Context: an optimization exercise on an open-source flow, tuned for small area and a short achievable clock period. The choices shown serve that exercise and are no tape-out recipe.
Only simulation tests tie the RTL to the original design; equivalence was not proved.
Power figures rest on the tool's default switching activity, not on a simulated workload.

==> flow/design.v <==
module cpu (
    input clk,
    input reset,
    output reg [31:0] iaddr,
    input [31:0] idata,
    output reg [31:0] daddr,
    input [31:0] drdata,
    output reg [31:0] dwdata,
    output reg [3:0] dwe,
    output [32*32-1:0] registers
);
    genvar r, c;
    reg  [31:0] pc;
    wire [31:0] x [0:31];        
    generate
        for (r = 0; r < 32; r = r + 1) begin : g_out
            assign registers[32*r +: 32] = x[r];
        end
    endgenerate
    wire [4:0] op  = idata[6:2];
    wire [2:0] f3  = idata[14:12];
    wire       f7b = idata[30];
    wire [4:0] rd  = idata[11:7];
    wire [4:0] ra  = idata[19:15];
    wire [4:0] rb  = idata[24:20];
    wire is_load   = ~op[4] & ~op[3] & ~op[2];
    wire is_store  = ~op[4] &  op[3] & ~op[2];
    wire is_branch =  op[4] & ~op[0];
    wire is_jal    =  op[4] &  op[1];
    wire is_jalr   =  op[4] &  op[0] & ~op[1];
    wire is_alu    = ~op[4] &  op[2] & ~op[0];    
    wire is_op     = is_alu & op[3];
    wire is_lui    = ~op[4] &  op[3] & op[2] & op[0];
    wire is_auipc  = ~op[4] & ~op[3] & op[2] & op[0];
    wire writes_rd = ~(is_store | is_branch);
    wire [31:0] imm_i = {{20{idata[31]}}, idata[31:20]};
    wire [31:0] imm_s = {{20{idata[31]}}, idata[31:25], idata[11:7]};
    wire [31:0] imm_b = {{20{idata[31]}}, idata[7], idata[30:25], idata[11:8], 1'b0};
    wire [31:0] imm_u = {idata[31:12], 12'b0};
    wire [31:0] imm_j = {{12{idata[31]}}, idata[19:12], idata[20], idata[30:21], 1'b0};
    wire [31:0] rs1, rs2;
    wire [31:1] sa, sb;          
    generate
        for (r = 1; r < 32; r = r + 1) begin : g_sel
            assign sa[r] = (ra == r);
            assign sb[r] = (rb == r);
        end
        for (r = 0; r < 32; r = r + 1) begin : g_rd
            wire [31:1] col;
            for (c = 1; c < 32; c = c + 1) begin : g_col
                assign col[c] = x[c][r];
            end
            wire [3:0] oa, ob;
            wire [1:0] ma, mb;
            for (c = 0; c < 3; c = c + 1) begin : g_oct
                rf_read_oct u_a (.d(col[8*c+8:8*c+1]), .s(sa[8*c+8:8*c+1]), .y(oa[c]));
                rf_read_oct u_b (.d(col[8*c+8:8*c+1]), .s(sb[8*c+8:8*c+1]), .y(ob[c]));
            end
            rf_read_oct7 u_a3 (.d(col[31:25]), .s(sa[31:25]), .y(oa[3]));
            rf_read_oct7 u_b3 (.d(col[31:25]), .s(sb[31:25]), .y(ob[3]));
            rf_read_nor u_ma0 (.a(oa[0]), .b(oa[1]), .y(ma[0]));
            rf_read_nor u_ma1 (.a(oa[2]), .b(oa[3]), .y(ma[1]));
            rf_read_nor u_mb0 (.a(ob[0]), .b(ob[1]), .y(mb[0]));
            rf_read_nor u_mb1 (.a(ob[2]), .b(ob[3]), .y(mb[1]));
            rf_read_nand u_ya (.a(ma[0]), .b(ma[1]), .y(rs1[r]));
            rf_read_nand u_yb (.a(mb[0]), .b(mb[1]), .y(rs2[r]));
        end
    endgenerate
    wire [11:0] imm_ls = is_store ? {idata[31:25], idata[11:7]} : idata[31:20];
    wire [31:0] addr;
    add_imm12 u_addr (.a(rs1), .imm(imm_ls), .s(addr));
    wire [1:0] alo = {rs1[1] ^ imm_ls[1] ^ (rs1[0] & imm_ls[0]), rs1[0] ^ imm_ls[0]};
    wire [31:0] b   = (is_op | is_branch) ? rs2 : imm_i;
    wire        sub = is_branch | (f3[2:1] == 2'b01) | (is_op & (f3 == 3'b000) & f7b);
    wire [31:0] sum, ap, ag;
    wire        cout;
    add_sklansky u_alu (.a(rs1), .b(b ^ {32{sub}}), .cin(sub),
                        .s(sum), .cout(cout), .p(ap), .g(ag));
    wire        ltu = ~cout;
    wire        lt  = (rs1[31] ^ b[31]) ? rs1[31] : ltu;
    wire        eq  = (rs1 == rs2);
    wire [4:0]  shamt = b[4:0];
    wire [31:0] rs1_rev, sh_rev;
    wire [31:0] sh_in  = f3[2] ? rs1 : rs1_rev;
    wire        sh_ext = f3[2] & f7b & rs1[31];
    wire [32:0] sh_full = $signed({sh_ext, sh_in}) >>> shamt;
    wire [31:0] sh_out = sh_full[31:0];
    generate
        for (c = 0; c < 32; c = c + 1) begin : g_rev
            assign rs1_rev[c] = rs1[31-c];
            assign sh_rev[c]  = sh_out[31-c];
        end
    endgenerate
    reg [31:0] alu;
    always @(*) begin
        case (f3)
            3'b000: alu = sum;
            3'b001: alu = sh_rev;
            3'b010: alu = {31'b0, lt};
            3'b011: alu = {31'b0, ltu};
            3'b100: alu = ap;
            3'b101: alu = sh_out;
            3'b110: alu = ap | ag;
            default: alu = ag;
        endcase
    end
    wire [15:0] half  = alo[1] ? drdata[31:16] : drdata[15:0];
    wire [7:0]  byte_ = alo[0] ? half[15:8] : half[7:0];
    reg  [31:0] ld;
    always @(*) begin
        if (f3[1])      ld = drdata;
        else if (f3[0]) ld = {{16{~f3[2] & half[15]}}, half};
        else            ld = {{24{~f3[2] & byte_[7]}}, byte_};
    end
    always @(*) begin
        daddr = addr;
        if (f3[1])      dwdata = rs2;
        else if (f3[0]) dwdata = {2{rs2[15:0]}};
        else            dwdata = {4{rs2[7:0]}};
        if (~is_store)  dwe = 4'b0000;
        else if (f3[1]) dwe = 4'b1111;
        else if (f3[0]) dwe = alo[1] ? 4'b1100 : 4'b0011;
        else            dwe = 4'b0001 << alo;
    end
    wire [31:0] pc4 = pc + 32'd4;
    wire [31:0] pc_imm;
    add_brent_kung u_pc (.a(pc), .b(is_auipc ? imm_u : is_jal ? imm_j : imm_b),
                         .s(pc_imm));
    wire        cond  = f3[2] ? (f3[1] ? ltu : lt) : eq;
    wire        taken = is_branch & (cond ^ f3[0]);
    reg [31:0] npc;
    always @(*) begin
        if (is_jalr)              npc = {addr[31:1], 1'b0};
        else if (is_jal | taken)  npc = pc_imm;
        else                      npc = pc4;
    end
    reg [31:0] wd;
    always @(*) begin
        if (is_load)        wd = ld;
        else if (is_alu)    wd = alu;
        else if (is_lui)    wd = imm_u;
        else if (is_auipc)  wd = pc_imm;
        else                wd = pc4;
    end
    always @(*) iaddr = pc;
    wire [31:0] wd_r = reset ? 32'b0 : wd;
    always @(posedge clk) begin
        if (reset) pc <= 32'b0;
        else       pc <= npc;
    end
    assign x[0] = 32'b0;
    generate
        for (r = 1; r < 32; r = r + 1) begin : g_rf
            reg  [31:0] q;
            wire [31:0] d;
            wire we_r   = reset | (writes_rd & (rd == r));
            wire hold_r = ~we_r;
            for (c = 0; c < 32; c = c + 1) begin : g_bit
                rf_write_bit u_w (.q(q[c]), .wd(wd_r[c]), .we(we_r), .hold(hold_r), .d(d[c]));
            end
            always @(posedge clk) q <= d;
            assign x[r] = q;
        end
    endgenerate
endmodule
module rf_read_oct (
    input  [7:0] d,
    input  [7:0] s,
    output       y
);
    assign y = |(d & s);
endmodule
module rf_read_oct7 (
    input  [6:0] d,
    input  [6:0] s,
    output       y
);
    assign y = |(d & s);
endmodule
module rf_read_nor (
    input  a,
    input  b,
    output y
);
    assign y = ~(a | b);
endmodule
module rf_read_nand (
    input  a,
    input  b,
    output y
);
    assign y = ~(a & b);
endmodule
module rf_write_bit (
    input  q,
    input  wd,
    input  we,
    input  hold,
    output d
);
    assign d = (wd & we) | (q & hold);
endmodule
module add_imm12 (
    input  [31:0] a,
    input  [11:0] imm,
    output [31:0] s
);
    wire [11:0] p, g, c;
    bit_xor #(12) u_p (.a(a[11:0]), .b(imm), .y(p));
    bit_and #(12) u_g (.a(a[11:0]), .b(imm), .y(g));
    prefix_sklansky #(12, 4) u_c (.p(p), .g(g), .cin(1'b0), .c(c));
    bit_xor #(12) u_s (.a(p), .b({c[10:0], 1'b0}), .y(s[11:0]));
    add_imm12_hi u_hi (.h(a[31:12]), .sgn(imm[11]), .c12(c[11]), .s(s[31:12]));
endmodule
module add_imm12_hi (
    input  [19:0] h,
    input         sgn,
    input         c12,
    output [19:0] s
);
    wire [19:0] ones, zeros;     
    genvar i;
    generate
        for (i = 0; i < 20; i = i + 1) begin : g_hi
            if (i == 0) begin : g_0
                assign ones[i]  = 1'b1;
                assign zeros[i] = 1'b1;
            end else begin : g_n
                assign ones[i]  = &h[i-1:0];
                assign zeros[i] = ~|h[i-1:0];
            end
        end
    endgenerate
    wire [19:0] inc = h ^ ones;
    wire [19:0] dec = h ^ zeros;
    wire [19:0] hi_c0 = sgn ? dec : h;
    wire [19:0] hi_c1 = sgn ? h : inc;
    assign s = c12 ? hi_c1 : hi_c0;
endmodule
module add_sklansky (
    input  [31:0] a,
    input  [31:0] b,
    input         cin,
    output [31:0] s,
    output        cout,
    output [31:0] p,
    output [31:0] g
);
    wire [31:0] c;
    bit_xor #(32) u_p (.a(a), .b(b), .y(p));
    bit_and #(32) u_g (.a(a), .b(b), .y(g));
    prefix_sklansky #(32, 5) u_c (.p(p), .g(g), .cin(cin), .c(c));
    bit_xor #(32) u_s (.a(p), .b({c[30:0], cin}), .y(s));
    assign cout = c[31];
endmodule
module add_brent_kung (
    input  [31:0] a,
    input  [31:0] b,
    output [31:0] s
);
    wire [31:0] p, g, c;
    bit_xor #(32) u_p (.a(a), .b(b), .y(p));
    bit_and #(32) u_g (.a(a), .b(b), .y(g));
    prefix_brent_kung u_c (.p(p), .g(g), .c(c));
    bit_xor #(32) u_s (.a(p), .b({c[30:0], 1'b0}), .y(s));
endmodule
module bit_xor #(parameter W = 32) (
    input  [W-1:0] a,
    input  [W-1:0] b,
    output [W-1:0] y
);
    assign y = a ^ b;
endmodule
module bit_and #(parameter W = 32) (
    input  [W-1:0] a,
    input  [W-1:0] b,
    output [W-1:0] y
);
    assign y = a & b;
endmodule
module prefix_sklansky #(parameter W = 32, parameter L = 5) (
    input  [W-1:0] p,
    input  [W-1:0] g,
    input          cin,
    output [W-1:0] c
);
    wire [W-1:0] gl [0:L];
    wire [W-1:0] pl [0:L];
    assign gl[0] = {g[W-1:1], g[0] | (p[0] & cin)};
    assign pl[0] = p;
    genvar l, i;
    generate
        for (l = 0; l < L; l = l + 1) begin : g_lvl
            for (i = 0; i < W; i = i + 1) begin : g_bit
                if ((i >> l) & 1) begin : g_op
                    localparam integer J = ((i >> l) << l) - 1;
                    assign gl[l+1][i] = gl[l][i] | (pl[l][i] & gl[l][J]);
                    assign pl[l+1][i] = pl[l][i] & pl[l][J];
                end else begin : g_pass
                    assign gl[l+1][i] = gl[l][i];
                    assign pl[l+1][i] = pl[l][i];
                end
            end
        end
    endgenerate
    assign c = gl[L];
endmodule
module prefix_brent_kung (
    input  [31:0] p,
    input  [31:0] g,
    output [31:0] c
);
    wire [31:0] gl [0:9];
    wire [31:0] pl [0:9];
    assign gl[0] = g;
    assign pl[0] = p;
    genvar l, i;
    generate
        for (l = 0; l < 5; l = l + 1) begin : g_up
            for (i = 0; i < 32; i = i + 1) begin : g_bit
                if ((i % (1 << (l + 1))) == (1 << (l + 1)) - 1) begin : g_op
                    assign gl[l+1][i] = gl[l][i] | (pl[l][i] & gl[l][i - (1 << l)]);
                    assign pl[l+1][i] = pl[l][i] & pl[l][i - (1 << l)];
                end else begin : g_pass
                    assign gl[l+1][i] = gl[l][i];
                    assign pl[l+1][i] = pl[l][i];
                end
            end
        end
        for (l = 3; l >= 0; l = l - 1) begin : g_dn
            for (i = 0; i < 32; i = i + 1) begin : g_bit
                if (i >= (3 << l) - 1 && (i % (1 << (l + 1))) == (1 << l) - 1) begin : g_op
                    assign gl[9-l][i] = gl[8-l][i] | (pl[8-l][i] & gl[8-l][i - (1 << l)]);
                    assign pl[9-l][i] = pl[8-l][i] & pl[8-l][i - (1 << l)];
                end else begin : g_pass
                    assign gl[9-l][i] = gl[8-l][i];
                    assign pl[9-l][i] = pl[8-l][i];
                end
            end
        end
    endgenerate
    assign c = gl[9];
endmodule
==> flow/flow/run.sh <==
#!/bin/bash
# Standard ORFS layout (the standard.sh), with the port buffers made of
# the smallest buffer cell instead of the default choice.
set -euo pipefail
bash standard.sh BUFFER_PORTS_ARGS="-buffer_cell sky130_fd_sc_hd__buf_1" finish > make_finish.log 2>&1
==> flow/standard.sh <==
#!/bin/bash
# synth_recipe.tcl (not shown) runs the flow's synth.tcl, then flattens the netlist and writes it again
# the make line also repeats each setting of config.mk as NAME=value (left out here)
make -C /OpenROAD-flow-scripts/flow DESIGN_CONFIG=/design/flow/config.mk WORK_HOME=/design/flow/orfs CLKGATE_MAP_FILE= SYNTH_SCRIPT=/design/flow/synth_recipe.tcl "${@:-finish}"
==> flow/config.mk <==
export PLATFORM = sky130hd
export DESIGN_NAME = cpu
export DESIGN_NICKNAME = cpu
export VERILOG_FILES = /design/flow/design.v
export SDC_FILE = /design/flow/constraint.sdc
export NUM_CORES = 4
export LEC_CHECK = 0
export CAP_MARGIN = 40
export CORE_MARGIN = 2
export CORE_UTILIZATION = 32
export CTS_BUF_LIST = sky130_fd_sc_hd__clkbuf_8
export PLACE_DENSITY = 0.5
export SETUP_SLACK_MARGIN = 5
export SLEW_MARGIN = 20
export SYNTH_HIERARCHICAL = 1
export TNS_END_PERCENT = 5
==> flow/constraint.sdc <==
create_clock -name core_clock -period 12.0 [get_ports {clk}]
set_input_delay 2.4000 -clock core_clock [delete_from_list [all_inputs] [get_ports {clk}]]
set_output_delay 2.4000 -clock core_clock [all_outputs]
set_load 0.01 [all_outputs]
==> metrics.log <==
INFO  metric cts_tree = done
INFO  metric globalRoute.totalOverflow = 0
INFO  metric internal-power = 7180 uW
INFO  metric design.die.area = 170,000 um2
INFO  metric floorplan.io_pins = around 1,200
INFO  metric critical_path.most_common_cell = sky130_fd_sc_hd__buf_4
INFO  metric drtAntennaViolNets = 0
INFO  metric post_route_cells_drive_above_1_share = a little under a fifth
INFO  metric route.vias.total = 69,400
INFO  metric worst_margin_slew = 1.17 ns
INFO  metric p_sw_share = about two fifths
INFO  metric global_route_wire_length_before_repair = 551,000 um
INFO  metric initialDrtViolationCount = 13,000
INFO  metric pin_count_of_the_biggest_net_entering_global_routing = 46
INFO  metric coreArea = 165,000 um2
INFO  metric final.fill_count = 16,800
INFO  metric clk-insertion-delay-late = 1.02 ns
INFO  metric die_y = ~410 um
INFO  metric routed_wl = 427,000 um
INFO  metric ir_drop = 0.138 mV
INFO  metric slew_headroom = between 20% and 30%
INFO  metric remaining_drc_errors = 0
INFO  metric yosysWarnings = 10
INFO  metric setup-violations-final = 0
INFO  metric status = finished clean
INFO  metric gp_congestion = 1.05
INFO  metric clock.fmax = 106 MHz
INFO  metric worst_path_fanout_max = 6
INFO  metric power.leakage = 0.0283 uW
INFO  metric final_min_period_over_clock_period = 78.8%
INFO  metric effective_utilization_at_floorplan = 32.3%
INFO  metric rows = 149
INFO  metric avgViaCountPerCell = 6.97
INFO  metric period_needed = 9.46 ns
INFO  metric critPathCaptureType = primary output
INFO  metric syn_area = 53,300 um2
INFO  metric finish.cell_count_without_fillers = 9,953
INFO  metric worstSetupPathType = in -> out
INFO  metric cts-hold-fix-buffers = 0
INFO  metric numPlacedInstances = 9,291
INFO  metric area_delta_synth_final = 37.3%
INFO  metric gr-usage-all-layers = approximately 47%
INFO  metric grt_antenna_before_repair = 20
INFO  metric dpl_worst_slack = 0.845 ns
INFO  metric numPortBuffers = 1,155
INFO  metric synthesis.area_per_instance = ~9.2 um2
INFO  metric critPathRequiredTime = between 9 and 10 ns
INFO  metric library_cell_used_as_clock_root_buffer = sky130_fd_sc_hd__clkbuf_8
INFO  metric drt-wirelength-per-cell = 42.9 um
INFO  metric critPathLaunchType = input port
INFO  metric design.final.nets = slightly below 8,000
INFO  metric slew_viol_final = 0
INFO  metric layout.core_utilization = 44.3%
INFO  metric clk_pin_slew = ~0.060 ns
INFO  metric setup_total_negative_slack = 0 ns
INFO  metric cp_slowest_cell = sky130_fd_sc_hd__or4_4
INFO  metric power.share.combinational = about a third
INFO  metric place_hpwl = approximately 300,000 um
INFO  metric power_per_cell_area = 169 nW/um2
INFO  metric hp_class = reg -> reg
INFO  metric slowest_stage_delay_cp = 0.64 ns
INFO  metric die_w = between 400 and 500 um
INFO  metric detail_route.first_pass.iterations = 13
INFO  metric power.share.clock = roughly 29%
INFO  metric drv_cap = 0
INFO  metric syn_inst = 5,795
INFO  metric total_power = 12,400 uW
INFO  metric critPathArrivalTime = 7.06 ns
INFO  metric power_share_of_the_sequential_group = about 36%
INFO  metric rsz0062_at_grt = yes
INFO  metric grt_pass1_vias = ~61,000
INFO  metric power.switching = 5190 uW
INFO  metric report.final.hold_viol_count = 0
INFO  metric timing.clock.skew = 0.0745 ns
INFO  metric crit_chain = buf_16 -> buf_4 -> inv_2 -> or3_4 -> nor2_4 -> buf_4 -> a22oi_1 -> nand4_1 -> nor2_1 -> nand2_2 -> xor2_2 -> nand2_1 -> o31ai_4 -> o21ai_2 -> a32oi_2 -> nand2b_1 -> or4_4 -> o22ai_4 -> xor2_4 -> buf_6
INFO  metric clock_tree.htree_level_count = 4
INFO  metric tritoncts_num_sinks = between 1,000 and 1,500
INFO  metric clk_path_buf_depth = 3
INFO  metric finalWorstSetupSlack = around 2.5 ns
INFO  metric numCtsBuffers = 178
[sequential cells by signal (all words and copies together) (netlist names), named ones only]
| signal | flops |
|---|---|
| pc | 31 |
| g_rf.q | 992 |
[critical path, delay by kind of cell]
family | cells | cell delay, ns
XOR/XNOR | 2 | 0.55
buffers and inverters | 5 | 0.69
AO/OA/AOI/OAI | 5 | 1.14
AND/OR/NAND/NOR | 8 | 2.25
[routing by layer]
metal | track usage (%) | vias up | part of all wire [%]
li1 | - | 27200 | -
met1 | 55.6 | 34200 | 35
met2 | 65.3 | 6382 | 39
met3 | 20.9 | 1599 | 16
met4 | 37.2 | 14 | 11
met5 | 0.509 | - | 0.045
[power groups by stage]
| stage | clock, uW | combinational (uW) | sequential, uW |
|---|---|---|---|
| 6_report | 3600 | 4310 | 4450 |
| 5_1_grt | 3730 | 4340 | 4490 |
| 4_1_cts | 3580 | 3900 | 4410 |
| 3_5_place_dp | 0 | 3680 | 4480 |
| 2_1_floorplan | 0 | 1680 | 4510 |
| 3_3_place_gp | 0 | 3640 | 4470 |
[placed cells by master (no fill, tap or decap), types with 132 or more instances in the layout]
cell type	instances
sky130_fd_sc_hd__nand2_1	331
sky130_fd_sc_hd__clkbuf_8	228
sky130_fd_sc_hd__a22oi_1	933
sky130_fd_sc_hd__dfxtp_1	1024
sky130_fd_sc_hd__nor2_1	176
sky130_fd_sc_hd__a21oi_1	143
sky130_fd_sc_hd__buf_4	476
sky130_fd_sc_hd__nand4_1	227
sky130_fd_sc_hd__a22o_1	1000
sky130_fd_sc_hd__buf_1	1114
sky130_fd_sc_hd__o21ai_0	167
sky130_fd_sc_hd__xor2_1	132
[final cells by class]
| cell class | count | area [um2] | share of cell area, % |
|---|---|---|---|
| multi-input combinational | 4525 | 34800 | 47.6 |
| sequential | 1024 | 20500 | 28.0 |
| timing repair buffer | 1787 | 10800 | 14.8 |
| clock buffer | 228 | 3140 | 4.29 |
| tap | 2189 | 2740 | 3.74 |
| clock inverter | 98 | 761 | 1.04 |
| inverter | 88 | 349 | 0.477 |
| antenna | 14 | 35.0 | 0.0479 |
[worst paths after layout]
kind	from	end	cells after the start	slack, ns
hold / removal	g_rf[8].q[13]	g_rf[8].q[13]	1	0.52
setup reg to reg	g_rf[25].q[31]	g_rf[20].q[30]	14	5.49
hold reg to reg	g_rf[8].q[13]	g_rf[8].q[13]	1	0.52
setup / recovery	idata[16]	daddr[25]	20	2.54
[timing repair]
| action | in CTS | in global routing |
|---|---|---|
| setup buffers | 173 | 124 |
| gates resized for setup | 299 | 291 |
| cloned | 7 | 9 |
| pin swaps | 133 | 124 |
| endpoints found under the setup margin | 1092 | 1092 |
[through the flow]
step | hold WS, ns | instance area, um2
finish | 0.525 | 73100
global route | 0.542 | 73100
CTS | 0.527 | 70500
detailed placement | 0.506 | 63700
global placement | 0.505 | 63100
floorplan | 0.551 | 54600

==> afterwards: timing with drivers on the ports <==
The results above use ideal ports. As a check the final layout listed here was re-extracted and re-timed, cells and wires unchanged. Step 1: set_driving_cell puts a clkbuf_16 on clk and a buf_2 on each other input, an assumption about the parent block. Step 2 adds t to the input delays and takes it off the output delays; t is the mean of the earliest and latest rising clock arrival at the registers after step 1. Input paths then give back, and output paths get back, about the clock's delay inside the block. Slacks: ideal / step 1 / step 2; pairs: ideal / step 1.
t, ns: 1.085
setup WS [ns]: 2.543 / 2.462 / 2.354
worst setup path at the end: input to register
latest minus earliest clock arrival (ns): 0.075 / 0.075
After both steps setup and hold are still met in this run. The setup slack of this run moves by -0.081 ns with the drivers and by -0.189 ns with both steps.
